From an optimization exercise on the open Yosys and OpenROAD flow, aimed at small area, a short achievable clock period and few clock cycles; shortcuts taken in it are not production practice. Where RTL was checked, it was by simulation tests only, not by an equivalence proof against the original.

==> flow/design.v <==
`timescale 1ns / 1ps
module GCD(
    input         clk,
    input         rst,         
    input         start,       
    input  [15:0] a_in,
    input  [15:0] b_in,
    output        done,        
    output [15:0] Gcd,
    output [55:0] seg          
    );
    localparam STEPS = 3;      
    reg [16:0] F, G;
    reg [1:0]  D;
    reg [3:0]  K;
    reg        Busy;
    reg        Slow;           
    reg        Low;            
    reg [2:0]  Cnt;            
    reg        DoneReg;
    reg [18:0] Dg;             
    function [39:0] gstep(input [16:0] f, input [16:0] g, input [1:0] d,
                          input [3:0] k);
        reg        sub, swap, odd2;
        reg [15:0] sq;
        reg [17:0] x;
        reg [16:0] fo, go;
        reg [1:0]  dx, dq;
        reg [3:0]  dw;
        reg [1:0]  sh, dec;
        begin
            sub  = !(f[1] ^ g[1]);
            sq   = {g[16], g[16:2]} + ({f[16], f[16:2]} ^ {16{sub}}) + 16'd1;
            swap = d[1];
            odd2 = f[0] && g[0];
            x    = odd2 ? {sq[15], sq, 1'b0}
                 : (f[0] || !g[0]) ? {g[16], g} : {f[16], f};
            sh   = (!f[0] || x[1]) ? 2'd1 : x[2] ? 2'd2 : 2'd3;
            go   = (sh == 2'd1) ? x[17:1]
                 : (sh == 2'd2) ? {x[17], x[17:2]} : {{2{x[17]}}, x[17:3]};
            fo   = !f[0] ? (g[0] ? g : {f[16], f[16:1]})
                         : (odd2 && swap) ? g : f;
            dx   = ((!f[0] && g[0]) || (odd2 && swap)) ? ~d : d;
            dec  = !f[0] ? 2'd0 : (odd2 && swap) ? sh - 2'd1 : sh;
            dw   = {{2{dx[1]}}, dx} - {2'd0, dec};
            dq   = (dw[3] && dw[2:1] != 2'b11) ? 2'b10 : dw[1:0];
            gstep = {fo, go, dq, k + {3'd0, !f[0] && !g[0]}};
        end
    endfunction
    reg [16:0] fn, gn, fp, gp;
    reg [1:0]  dn;
    reg [3:0]  kn, kp;
    integer s;
    always @* begin
        fn = F; gn = G; dn = D; kn = K;
        fp = F; gp = G; kp = K;
        for (s = 0; s < STEPS; s = s + 1) begin
            if (s == STEPS - 1) begin fp = fn; gp = gn; kp = kn; end
            {fn, gn, dn, kn} = gstep(fn, gn, dn, kn);
        end
    end
    wire [16:0] Xfg   = fp ^ gp;
    wire        TermP = ((gp == 17'd0) && (fp[0] || fp == 17'd0))
                     || (fp[0] && gp[0] && (&Xfg[16:1] || !(|Xfg[16:1])));
    wire [16:0] Absf  = {fp[16:1] ^ {16{fp[16]}}, fp[0]};
    wire        Big16 = |Absf[15:12];
    wire        Big   = |Absf[15:8];
    wire        Fast  = !Big && (kp == 4'd0);
    function [3:0] add3(input [3:0] x);
        case (x)
            4'd5: add3 = 4'd8;
            4'd6: add3 = 4'd9;
            4'd7: add3 = 4'd10;
            4'd8: add3 = 4'd11;
            4'd9: add3 = 4'd12;
            default: add3 = x;
        endcase
    endfunction
    function [9:0] bcd8(input [7:0] v);
        reg [11:0] r;
        integer i;
        begin
            r = 12'd0;
            for (i = 7; i >= 0; i = i - 1) begin
                r[3:0] = add3(r[3:0]);
                r[7:4] = add3(r[7:4]);
                r = {r[10:0], v[i]};
            end
            bcd8 = r[9:0];
        end
    endfunction
    function [18:0] dabble(input [18:0] d, input bit_in);
        dabble = {d[17:16],
                  add3(d[15:12]), add3(d[11:8]), add3(d[7:4]), add3(d[3:0]),
                  bit_in};
    endfunction
    wire [7:0] V8 = Big16 ? Absf[15:8] : Big ? Absf[11:4] : Absf[7:0];
    wire [9:0] B8 = bcd8(V8);
    function [4:0] zflags(input [18:0] d);
        reg z4, z3, z2, z1, z0;
        begin
            z4 = (d[18:16] == 3'd0);
            z3 = z4 && (d[15:12] == 4'd0);
            z2 = z3 && (d[11:8] == 4'd0);
            z1 = z2 && (d[7:4] == 4'd0);
            z0 = z1 && (d[3:0] == 4'd0);
            zflags = {z4, z3, z2, z1, z0};
        end
    endfunction
    function [18:0] blank(input [18:0] d);
        reg [4:0] z;
        begin
            z = zflags(d);
            blank = d | {3'd0, {4{z[3]}}, {4{z[2]}}, {4{z[1]}}, {4{z[0]}}};
        end
    endfunction
    function [18:0] unblank(input [18:0] d);
        unblank = {d[18:16],
                   d[15:12] & {4{d[15:12] != 4'hF}}, d[11:8] & {4{d[11:8] != 4'hF}},
                   d[7:4] & {4{d[7:4] != 4'hF}}, d[3:0] & {4{d[3:0] != 4'hF}}};
    endfunction
    function [6:0] seg7(input [3:0] x);
        reg a, b, c, d, e, f, g;
        begin
            a = (!x[3] && !x[2] && !x[1] && x[0]) || (x[2] && !x[1] && !x[0])
                || (x[3] && x[2]);
            b = (x[2] && (x[1] ^ x[0])) || (x[3] && x[2]);
            c = (!x[2] && x[1] && !x[0]) || (x[3] && x[2]);
            d = a || (x[2] && x[1] && x[0]);
            e = x[0] || (x[2] && !x[1]);
            f = (!x[3] && !x[2] && (x[1] || x[0])) || (x[2] && x[1] && x[0]);
            g = (!x[3] && !x[2] && !x[1]) || (x[2] && x[1] && x[0]);
            seg7 = {g, f, e, d, c, b, a};
        end
    endfunction
    function [6:0] seg7t(input [2:0] y);
        reg a, b, c, d, e, f, g;
        begin
            a = !y[1] && (!y[2] || !y[0]);
            b = (y[2] && (y[1] ^ y[0])) || (!y[2] && !y[1] && !y[0]);
            c = !y[2] && !y[0];
            d = a;
            e = y[0] || !y[1];
            f = !y[2] || (y[1] && y[0]);
            g = !y[2] && !y[1];
            seg7t = {g, f, e, d, c, b, a};
        end
    endfunction
    assign seg  = {7'h7F, 7'h7F, 7'h7F, seg7t(Dg[18:16]),
                   seg7(Dg[15:12]), seg7(Dg[11:8]), seg7(Dg[7:4]), seg7(Dg[3:0])};
    assign Gcd  = F[15:0];
    assign done = DoneReg;
    wire Conv = Busy && !Slow && TermP;
    wire [18:0] DgNext = blank(dabble(unblank(Dg), Low ? F[Cnt] : 1'b0));
    always @(posedge clk) begin
        G <= Busy ? gn : {1'b0, b_in};
        D <= Busy ? dn : 2'd0;
        if (!Busy) begin
            F <= {1'b0, a_in};
            K <= 4'd0;
        end else if (Slow) begin
            if (!Low) begin
                F <= {F[15:0], 1'b0};
                K <= K - 4'd1;
            end
        end else begin
            F <= Conv ? Absf : fn;
            K <= kn;
        end
        if (Slow) Dg <= DgNext;
        else      Dg <= {3'd0, 4'hF, {2'd0, B8[9:8]} | {4{V8 < 8'd100}},
                         B8[7:4] | {4{V8 < 8'd10}}, B8[3:0] | {4{V8 == 8'd0}}};
        if (Slow) Cnt <= Cnt - 3'd1;
        else      Cnt <= {Big16, 2'b11};
        if (rst) begin
            Busy    <= 1'b0;
            Slow    <= 1'b0;
            DoneReg <= 1'b0;
        end else begin
            DoneReg <= 1'b0;
            if (start) begin
                Busy <= 1'b1;
            end else if (Slow) begin
                if (Low) begin
                    if (Cnt == 3'd0) begin
                        Low <= 1'b0;
                        if (K == 4'd0) begin
                            Slow    <= 1'b0;
                            Busy    <= 1'b0;
                            DoneReg <= 1'b1;
                        end
                    end
                end else if (K == 4'd1) begin
                    Slow    <= 1'b0;
                    Busy    <= 1'b0;
                    DoneReg <= 1'b1;
                end
            end else if (Conv) begin
                if (Fast) begin
                    Busy    <= 1'b0;
                    DoneReg <= 1'b1;
                end else begin
                    Slow <= 1'b1;
                    Low  <= Big;
                end
            end
        end
    end
endmodule
Settings: LEC_CHECK=0, ABC_AREA=1, CAP_MARGIN=20, CORE_MARGIN=2, CORE_UTILIZATION=40, CTS_BUF_LIST=sky130_fd_sc_hd__clkbuf_8, SLEW_MARGIN=20; clock period 38.0 ns.
run.sh (not shown) runs the stock make flow with config.mk's settings and CLKGATE_MAP_FILE= SYNTH_SCRIPT=/design/flow/synth_recipe.tcl, a recipe that flattens the netlist after the stock synthesis.
The first run produced a clean layout.
Change:
--- a/flow/design.v
+++ b/flow/design.v
@@ -60,14 +60,16 @@
         end
     end
     wire [16:0] Xfg   = fp ^ gp;
     wire        TermP = ((gp == 17'd0) && (fp[0] || fp == 17'd0))
                      || (fp[0] && gp[0] && (&Xfg[16:1] || !(|Xfg[16:1])));
-    wire [16:0] Absf  = {fp[16:1] ^ {16{fp[16]}}, fp[0]};
+    wire [16:0] Absf0 = {fp[16:1] ^ {16{fp[16]}}, fp[0]};
+    wire [1:0]  Ks    = (kp[3:2] != 2'd0) ? 2'd3 : kp[1:0];
+    wire [16:0] Absf  = Absf0 << Ks;
     wire        Big16 = |Absf[15:12];
     wire        Big   = |Absf[15:8];
-    wire        Fast  = !Big && (kp == 4'd0);
+    wire        Fast  = !Big && (kp[3:2] == 2'd0);
     function [3:0] add3(input [3:0] x);
         case (x)
             4'd5: add3 = 4'd8;
             4'd6: add3 = 4'd9;
             4'd7: add3 = 4'd10;
@@ -163,11 +165,11 @@
                 F <= {F[15:0], 1'b0};
                 K <= K - 4'd1;
             end
         end else begin
             F <= Conv ? Absf : fn;
-            K <= kn;
+            K <= Conv ? kp - {2'd0, Ks} : kn;
         end
         if (Slow) Dg <= DgNext;
         else      Dg <= {3'd0, 4'hF, {2'd0, B8[9:8]} | {4{V8 < 8'd100}},
                          B8[7:4] | {4{V8 < 8'd10}}, B8[3:0] | {4{V8 == 8'd0}}};
         if (Slow) Cnt <= Cnt - 3'd1;
Design area grows by 4.5%.
Maximum frequency grows by 0.64%.
Final cell count grows by 5.6%.
Via count grows by 6.1%.
Sequential share of layout area shrinks by 0.51 points.
Setup slack improved by 0.062 ns.
Sequential cell count stays the same.
No functional check of the RTL was part of any run of this note.

---

Starts from the design.v that is shown in full above.
Settings: LEC_CHECK=0, ABC_AREA=1, CAP_MARGIN=20, CORE_MARGIN=2, CORE_UTILIZATION=40, CTS_BUF_LIST=sky130_fd_sc_hd__clkbuf_8, SLEW_MARGIN=20; clock period 38.0 ns.
standard.sh (not shown) runs the stock make flow with config.mk's settings and CLKGATE_MAP_FILE= SYNTH_SCRIPT=/design/flow/synth_recipe.tcl, a recipe that flattens the netlist after the stock synthesis.
==> flow/flow/run.sh <==
#!/bin/bash
set -euo pipefail
bash standard.sh finish SETUP_SLACK_MARGIN=29 > standard.log 2>&1
The baseline completed with no timing, DRC or antenna violations.
Rerun with:
--- a/flow/design.v
+++ b/flow/design.v
@@ -15,13 +15,13 @@
     reg [3:0]  K;
     reg        Busy;
     reg        Slow;           
     reg        Low;            
     reg [2:0]  Cnt;            
     reg        DoneReg;
-    reg [18:0] Dg;             
+    reg [34:0] Sg;             
     function [39:0] gstep(input [16:0] f, input [16:0] g, input [1:0] d,
                           input [3:0] k);
         reg        sub, swap, odd2;
         reg [15:0] sq;
         reg [17:0] x;
         reg [16:0] fo, go;
@@ -104,57 +104,47 @@
             z2 = z3 && (d[11:8] == 4'd0);
             z1 = z2 && (d[7:4] == 4'd0);
             z0 = z1 && (d[3:0] == 4'd0);
             zflags = {z4, z3, z2, z1, z0};
         end
     endfunction
-    function [18:0] blank(input [18:0] d);
-        reg [4:0] z;
-        begin
-            z = zflags(d);
-            blank = d | {3'd0, {4{z[3]}}, {4{z[2]}}, {4{z[1]}}, {4{z[0]}}};
-        end
-    endfunction
-    function [18:0] unblank(input [18:0] d);
-        unblank = {d[18:16],
-                   d[15:12] & {4{d[15:12] != 4'hF}}, d[11:8] & {4{d[11:8] != 4'hF}},
-                   d[7:4] & {4{d[7:4] != 4'hF}}, d[3:0] & {4{d[3:0] != 4'hF}}};
-    endfunction
-    function [6:0] seg7(input [3:0] x);
+    function [6:0] seg7(input blank, input [3:0] x);
         reg a, b, c, d, e, f, g;
         begin
-            a = (!x[3] && !x[2] && !x[1] && x[0]) || (x[2] && !x[1] && !x[0])
-                || (x[3] && x[2]);
-            b = (x[2] && (x[1] ^ x[0])) || (x[3] && x[2]);
-            c = (!x[2] && x[1] && !x[0]) || (x[3] && x[2]);
+            a = (!x[3] && !x[2] && !x[1] && x[0]) || (x[2] && !x[1] && !x[0]);
+            b = x[2] && (x[1] ^ x[0]);
+            c = !x[2] && x[1] && !x[0];
             d = a || (x[2] && x[1] && x[0]);
             e = x[0] || (x[2] && !x[1]);
             f = (!x[3] && !x[2] && (x[1] || x[0])) || (x[2] && x[1] && x[0]);
             g = (!x[3] && !x[2] && !x[1]) || (x[2] && x[1] && x[0]);
-            seg7 = {g, f, e, d, c, b, a};
+            seg7 = {g, f, e, d, c, b, a} | {7{blank}};
         end
     endfunction
-    function [6:0] seg7t(input [2:0] y);
+    function [3:0] unseg7(input [6:0] s);
         reg a, b, c, d, e, f, g;
         begin
-            a = !y[1] && (!y[2] || !y[0]);
-            b = (y[2] && (y[1] ^ y[0])) || (!y[2] && !y[1] && !y[0]);
-            c = !y[2] && !y[0];
-            d = a;
-            e = y[0] || !y[1];
-            f = !y[2] || (y[1] && y[0]);
-            g = !y[2] && !y[1];
-            seg7t = {g, f, e, d, c, b, a};
+            {g, f, e, d, c, b, a} = s;
+            unseg7 = {!a && !b && !c && !d && !f && !g,
+                      (b && !c) || (a && !f) || (g && f && !a),
+                      (f && !(g && a)) || (b && !e),
+                      e && !c && !(a && !f)};
         end
     endfunction
-    assign seg  = {7'h7F, 7'h7F, 7'h7F, seg7t(Dg[18:16]),
-                   seg7(Dg[15:12]), seg7(Dg[11:8]), seg7(Dg[7:4]), seg7(Dg[3:0])};
+    function [34:0] segs(input [18:0] d, input [4:0] z);
+        segs = {seg7(z[4], {1'b0, d[18:16]}), seg7(z[3], d[15:12]),
+                seg7(z[2], d[11:8]), seg7(z[1], d[7:4]), seg7(z[0], d[3:0])};
+    endfunction
+    wire [3:0]  Dg4 = unseg7(Sg[34:28]);
+    wire [18:0] Dg  = {Dg4[2:0], unseg7(Sg[27:21]), unseg7(Sg[20:14]),
+                       unseg7(Sg[13:7]), unseg7(Sg[6:0])};
+    assign seg  = {7'h7F, 7'h7F, 7'h7F, Sg};
     assign Gcd  = F[15:0];
     assign done = DoneReg;
     wire Conv = Busy && !Slow && TermP;
-    wire [18:0] DgNext = blank(dabble(unblank(Dg), Low ? F[Cnt] : 1'b0));
+    wire [18:0] DgNext = dabble(Dg, Low ? F[Cnt] : 1'b0);
     always @(posedge clk) begin
         G <= Busy ? gn : {1'b0, b_in};
         D <= Busy ? dn : 2'd0;
         if (!Busy) begin
             F <= {1'b0, a_in};
             K <= 4'd0;
@@ -164,15 +154,15 @@
                 K <= K - 4'd1;
             end
         end else begin
             F <= Conv ? Absf : fn;
             K <= kn;
         end
-        if (Slow) Dg <= DgNext;
-        else      Dg <= {3'd0, 4'hF, {2'd0, B8[9:8]} | {4{V8 < 8'd100}},
-                         B8[7:4] | {4{V8 < 8'd10}}, B8[3:0] | {4{V8 == 8'd0}}};
+        Sg <= segs(Slow ? DgNext : {9'd0, B8},
+                   Slow ? zflags(DgNext)
+                        : {2'b11, V8 < 8'd100, V8 < 8'd10, V8 == 8'd0});
         if (Slow) Cnt <= Cnt - 3'd1;
         else      Cnt <= {Big16, 2'b11};
         if (rst) begin
             Busy    <= 1'b0;
             Slow    <= 1'b0;
             DoneReg <= 1'b0;
Result: Area after synthesis rose by 0.55%; worst hold slack loses 8.8 ps; final area fell by 0.43%; first-iteration DRC count fell by 11%; critical path depth fell by 5; sequential share of layout area rose by 2.1 points.
Testbench counts after the change, summed over its fixed seeds: cycles 18,861.
Only the layout flow was run in the first run of this note; the RTL was not checked for function there.

re-timing with driven ports:
How much do the figures lean on ideal ports? The routed layouts below were timed once more, with nothing changed but the port constraints.
Step 1 sets driving cells, clkbuf_16 on the clock port and buf_2 on the other inputs (assumed; they add their load-dependent delay and slew).
Step 2 moves the port delays by t, midway between the first and last clock arrival at a register: inputs arrive t later, outputs are due t later. That takes back most of the time a late clock gives input paths.
a / b / c = ideal ports / drivers / drivers and shift; a / b = the first two.
run	t, ns	slack for setup (ns)	worst register clock-pin slew, ns	worst slew at a driven data input, ns
the first run of note 1	0.399	28.264 / 28.264 / 28.264	0.08 / 0.08	0.05
the second run of note 1	0.380	28.326 / 28.326 / 28.326	0.07 / 0.07	0.05
the first run of note 2	0.397	28.956 / 28.922 / 29.033	0.08 / 0.08	0.06
the second run of note 2	0.409	29.041 / 29.005 / 29.194	0.10 / 0.10	0.06
After both steps setup and hold are still met in every run listed.
